This design comes from an exercise in tuning for small area and a short achievable clock period on the open sky130 flow, not from production work.
RTL that was checked went through simulation tests only; none was proved equivalent to the original.
No activity file was given, so power comes from the tool's default toggle rates.

== job 588 ==
==> flow/design.v (excerpt) <==
module mac(
     input [11:0] Ain,
     input [11:0] Bin,
     input clk,reset,
     output [24:0] Mac_out
);
    wire [11:0] a = Ain;
    wire [11:0] b = Bin;
    wire pp1;
    wire pp2;
    wire pp3;
    wire pp4;
    wire pp5;
    wire pp6;
    wire pp7;
    wire pp8;
    wire pp9;
    wire pp10;
    wire pp11;
    wire pp12;
    wire pp13;
    wire pp14;
    wire pp15;
    wire pp16;
    wire pp17;
    wire pp18;
    wire pp19;
    wire pp20;
    wire pp21;
    wire pp22;
    wire pp23;
    wire pp24;
    wire pp25;
    wire pp26;
    wire pp27;
    wire pp28;
    wire pp29;
    wire pp30;
    wire pp31;
    wire pp32;
    wire pp33;
    wire pp34;
    wire pp35;
    wire pp36;
    wire pp37;
    wire pp38;
    wire pp39;
    wire pp40;
    wire pp41;
    wire pp42;
    wire pp43;
    wire pp44;
    wire pp45;
    wire pp46;
    wire pp47;
    wire pp48;
    wire pp49;
    wire pp50;
    wire pp51;
    wire pp52;
    wire pp53;
    wire pp54;
    wire pp55;
    wire pp56;
    wire pp57;
    wire pp58;
    wire pp59;
    wire pp60;
    wire pp61;
    wire pp62;
    wire pp63;
    wire pp64;
    wire pp65;
    wire pp66;
    wire pp67;
    wire pp68;
    wire pp69;
    wire pp70;
    wire pp71;
    wire pp72;
    wire pp73;
    wire pp74;
    wire pp75;
    wire pp76;
    wire pp77;
    wire pp78;
    wire pp79;
    wire pp80;
    wire pp81;
    wire pp82;
    wire pp83;
    wire pp84;
    wire pp85;
    wire pp86;
    wire pp87;
    wire pp88;
    wire pp89;
    wire pp90;
    wire pp91;
    wire pp92;
    wire pp93;
    wire pp94;
    wire pp95;
    wire pp96;
    wire pp97;
    wire pp98;
    wire pp99;
    wire pp100;
    wire pp101;
    wire pp102;
    wire pp103;
    wire pp104;
    wire pp105;
    wire pp106;
    wire pp107;
    wire pp108;
    wire pp109;
    wire pp110;
    wire pp111;
    wire pp112;
    wire pp113;
    wire pp114;
    wire pp115;
    wire pp116;
    wire pp117;
    wire pp118;
    wire pp119;
    wire pp120;
    wire pp121;
    wire pp122;
    wire pp123;
    wire pp124;
    wire pp125;
    wire pp126;
    wire pp127;
    wire pp128;
    wire pp129;
    wire pp130;
    wire pp131;
    wire pp132;
    wire pp133;
    wire pp134;
    wire pp135;
  ...
Size: roughly 600 cells after synthesis, ~50 flip-flops, about 51 I/O pins, about 6500 µm² of cells after synthesis.
clock: 12.5 ns
lec_check: 0
cap_margin: 20
core_margin: 2
core_utilization: 40
slew_margin: 20
synth_hierarchical: 1
run.sh (not shown) runs the stock make flow with config.mk's settings and CLKGATE_MAP_FILE= SYNTH_SCRIPT=/design/flow/synth_recipe.tcl, a recipe that flattens the netlist after the stock synthesis.
--- input diff job 588..job 8044 ---
- SYNTH_HIERARCHICAL: 1 -> unset
==> comparison <==
Comparing job 588 and job 8044, hold slack is higher on job 588. Between job 588 and job 8044, post-route met1 wirelength is lower for job 588, job 8044 comes in above that. Delta (job 8044 minus job 588): number of buffer and inverter stages on the critical path increased by 2 relative to the old numbers; number of cells on the worst reg-to-reg path increased by 4 relative to the old numbers; worst slew margin relative to its limit rose 4.3 points; synthesized area per cell has decreased.
No run of this note included a check of the RTL's function; only the layout flow was run.

* * *

mac, a different RTL version from the one above (not shown whole).
Size: roughly 46 flip-flops, roughly 51 I/O pins, about 6000 um^2 of cells after synthesis.
Settings: LEC_CHECK=0, CAP_MARGIN=20, CORE_MARGIN=2, CORE_UTILIZATION=40, SLEW_MARGIN=20, SYNTH_HIERARCHICAL=1; clock period 12.5 ns.
standard.sh (not shown) runs the stock make flow with config.mk's settings and CLKGATE_MAP_FILE= SYNTH_SCRIPT=/design/flow/synth_recipe.tcl, a recipe that flattens the netlist after the stock synthesis.
==> flow/flow/run.sh <==
#!/bin/bash
# The standard layout (the standard.sh, standard synthesis unchanged), with
# two options: the port buffers are buf_2 cells, and the setup repair aims at
# a slack margin of 7.5 ns.  ORFS keeps each step's log in orfs/logs; the make
# output goes to standard.log.
set -o pipefail
bash standard.sh BUFFER_PORTS_ARGS="-buffer_cell sky130_fd_sc_hd__buf_2" SETUP_SLACK_MARGIN=7.5 finish > standard.log 2>&1
==> next run, changes <==
==> flow/flow/run.sh (replaced) <==
#!/bin/bash
# The standard layout (the standard.sh, standard synthesis unchanged), with
# two options: the port buffers are buf_2 cells, and the setup repair aims at
# a slack margin of 8.0 ns.  ORFS keeps each step's log in orfs/logs; the make
# output goes to standard.log.
set -o pipefail
bash standard.sh BUFFER_PORTS_ARGS="-buffer_cell sky130_fd_sc_hd__buf_2" SETUP_SLACK_MARGIN=8.0 finish > standard.log 2>&1
Result: Via count goes up by 9.7%. Setup slack improves by 0.0060 ns. Non-clock buffer count went up by 63. Die area does not change. Hold slack hardly moves. Maximum frequency stays flat. Utilization grows by 9.8 points. Global-route usage rose by 2.4 points. Flip-flop and latch count is unchanged. Total power increases by 17%.
==> next run, changes <==
==> flow/flow/run.sh (replaced) <==
#!/bin/bash
# The standard layout (the standard.sh, standard synthesis unchanged), with
# two options: the port buffers are buf_2 cells, and the setup repair aims at
# a slack margin of 6.5 ns.  ORFS keeps each step's log in orfs/logs; the make
# output goes to standard.log.
set -o pipefail
bash standard.sh BUFFER_PORTS_ARGS="-buffer_cell sky130_fd_sc_hd__buf_2" SETUP_SLACK_MARGIN=6.5 finish > standard.log 2>&1
After rerunning:
- hold slack gets worse by 0.0048 ns
- wire length goes down by about a fifth
- setup slack is worse by 0.48 ns
- total power went down by about a fifth
- via count falls by a little under a tenth
- non-clock buffer count goes down by 63

* * *

mac, a different RTL version from the one above (not shown whole).
Size in the first run: about 580 cells after synthesis, ~40 flip-flops, about 5700 um2 of cells after synthesis.
clock: 12.5 ns
lec_check: 0
cap_margin: 20
core_margin: 2
core_utilization: 60
cts_buf_list: sky130_fd_sc_hd__clkbuf_4 sky130_fd_sc_hd__clkbuf_8
slew_margin: 20
synth_hierarchical: 1
==> flow/flow/run.sh <==
#!/bin/bash
# The standard layout (the standard.sh, standard synthesis unchanged), with
# two options: the port buffers are buf_1 cells, and the setup repair aims at
# a slack margin of 7.25 ns.  ORFS keeps each step's log in orfs/logs; the make
# output goes to standard.log.
set -o pipefail
bash standard.sh BUFFER_PORTS_ARGS="-buffer_cell sky130_fd_sc_hd__buf_1" SETUP_SLACK_MARGIN=7.25 finish > standard.log 2>&1
Next try:
==> flow/flow/run.sh (replaced) <==
#!/bin/bash
# The standard layout (the standard.sh, standard synthesis unchanged), with
# two options: the port buffers are buf_2 cells, and the setup repair aims at
# a slack margin of 7.5 ns.  ORFS keeps each step's log in orfs/logs; the make
# output goes to standard.log.
set -o pipefail
bash standard.sh BUFFER_PORTS_ARGS="-buffer_cell sky130_fd_sc_hd__buf_2" SETUP_SLACK_MARGIN=7.5 finish > standard.log 2>&1
=> The new run ran to the end with no violations. Synthesized area is unchanged. Setup slack improved by 0.23 ns. First-iteration DRC count climbs by 22%. Final cell count barely changes. Non-clock buffer count climbs by 1. Fmax climbs by 4.5%. Sequential cell count is unchanged. Design area climbs by 7.6%.
Next try:
==> flow/flow/run.sh (replaced) <==
#!/bin/bash
# The standard layout (the standard.sh, standard synthesis unchanged), with
# two options: the port buffers are buf_1 cells, and the setup repair aims at
# a slack margin of 7.4 ns.  ORFS keeps each step's log in orfs/logs; the make
# output goes to standard.log.
set -o pipefail
bash standard.sh BUFFER_PORTS_ARGS="-buffer_cell sky130_fd_sc_hd__buf_1" SETUP_SLACK_MARGIN=7.4 finish > standard.log 2>&1
Outcome: The new run ran to the end with no violations; setup slack degrades by 0.11 ns; power falls by about 5.5%; routed wire length falls by 2.1%.
Next try:
==> flow/flow/run.sh (replaced) <==
#!/bin/bash
# The standard layout (the standard.sh, standard synthesis unchanged), with
# two options: the port buffers are buf_2 cells, and the setup repair aims at
# a slack margin of 7.0 ns.  ORFS keeps each step's log in orfs/logs; the make
# output goes to standard.log.
set -o pipefail
bash standard.sh BUFFER_PORTS_ARGS="-buffer_cell sky130_fd_sc_hd__buf_2" SETUP_SLACK_MARGIN=7.0 finish > standard.log 2>&1
Synthesized cell count does not change.
Count of clock-buffer cells in the layout does not change.
Synthesized area is unchanged.
Final area fell by 2.1%.
Sequential power barely changes.
Power came out lower by 1.0%.
Cell count is about the same.
Sequential share of layout area goes up by 0.28 points.

-- separate check: timing with driven ports --
Ports are ideal in the flow. The routed layouts listed here were re-timed in OpenROAD.
Step 1: set_driving_cell puts a clkbuf_16 on clk and a buf_2 on each other input, an assumption about the parent block.
Step 2 times the ports against the registers' clock, not the clock port: input delays grow and output delays shrink by t, the midpoint of the rising clock arrivals with the driver on.
Three values: no drivers, after step 1, after step 2; two values: the first two.
run	shift t [ns]	setup WS [ns]	latest minus earliest clock arrival (ns)	worst register clock-pin slew, ns
job 588	0.329	6.311 / 6.319 / 5.990	0.005 / 0.006	0.07 / 0.07
job 8044	0.330	6.456 / 6.464 / 6.134	0.006 / 0.006	0.07 / 0.07
the first run of note 2	0.322	7.538 / 7.535 / 7.213	0.008 / 0.008	0.07 / 0.07
the second run of note 2	0.326	7.544 / 7.423 / 7.097	0.007 / 0.007	0.07 / 0.07
the third run of note 2	0.328	7.061 / 7.075 / 6.748	0.011 / 0.011	0.07 / 0.07
the first run of note 3	0.332	7.329 / 7.344 / 7.013	0.014 / 0.013	0.09 / 0.09
the second run of note 3	0.333	7.554 / 7.525 / 7.192	0.008 / 0.008	0.09 / 0.09
the third run of note 3	0.335	7.446 / 7.451 / 7.116	0.011 / 0.012	0.10 / 0.10
the fourth run of note 3	0.334	7.290 / 7.300 / 6.966	0.006 / 0.006	0.09 / 0.09
After both steps setup and hold are still met in every run listed. The setup slack of the second run of note 2, which loses most, moves by -0.121 ns with the drivers and by -0.447 ns with both steps.
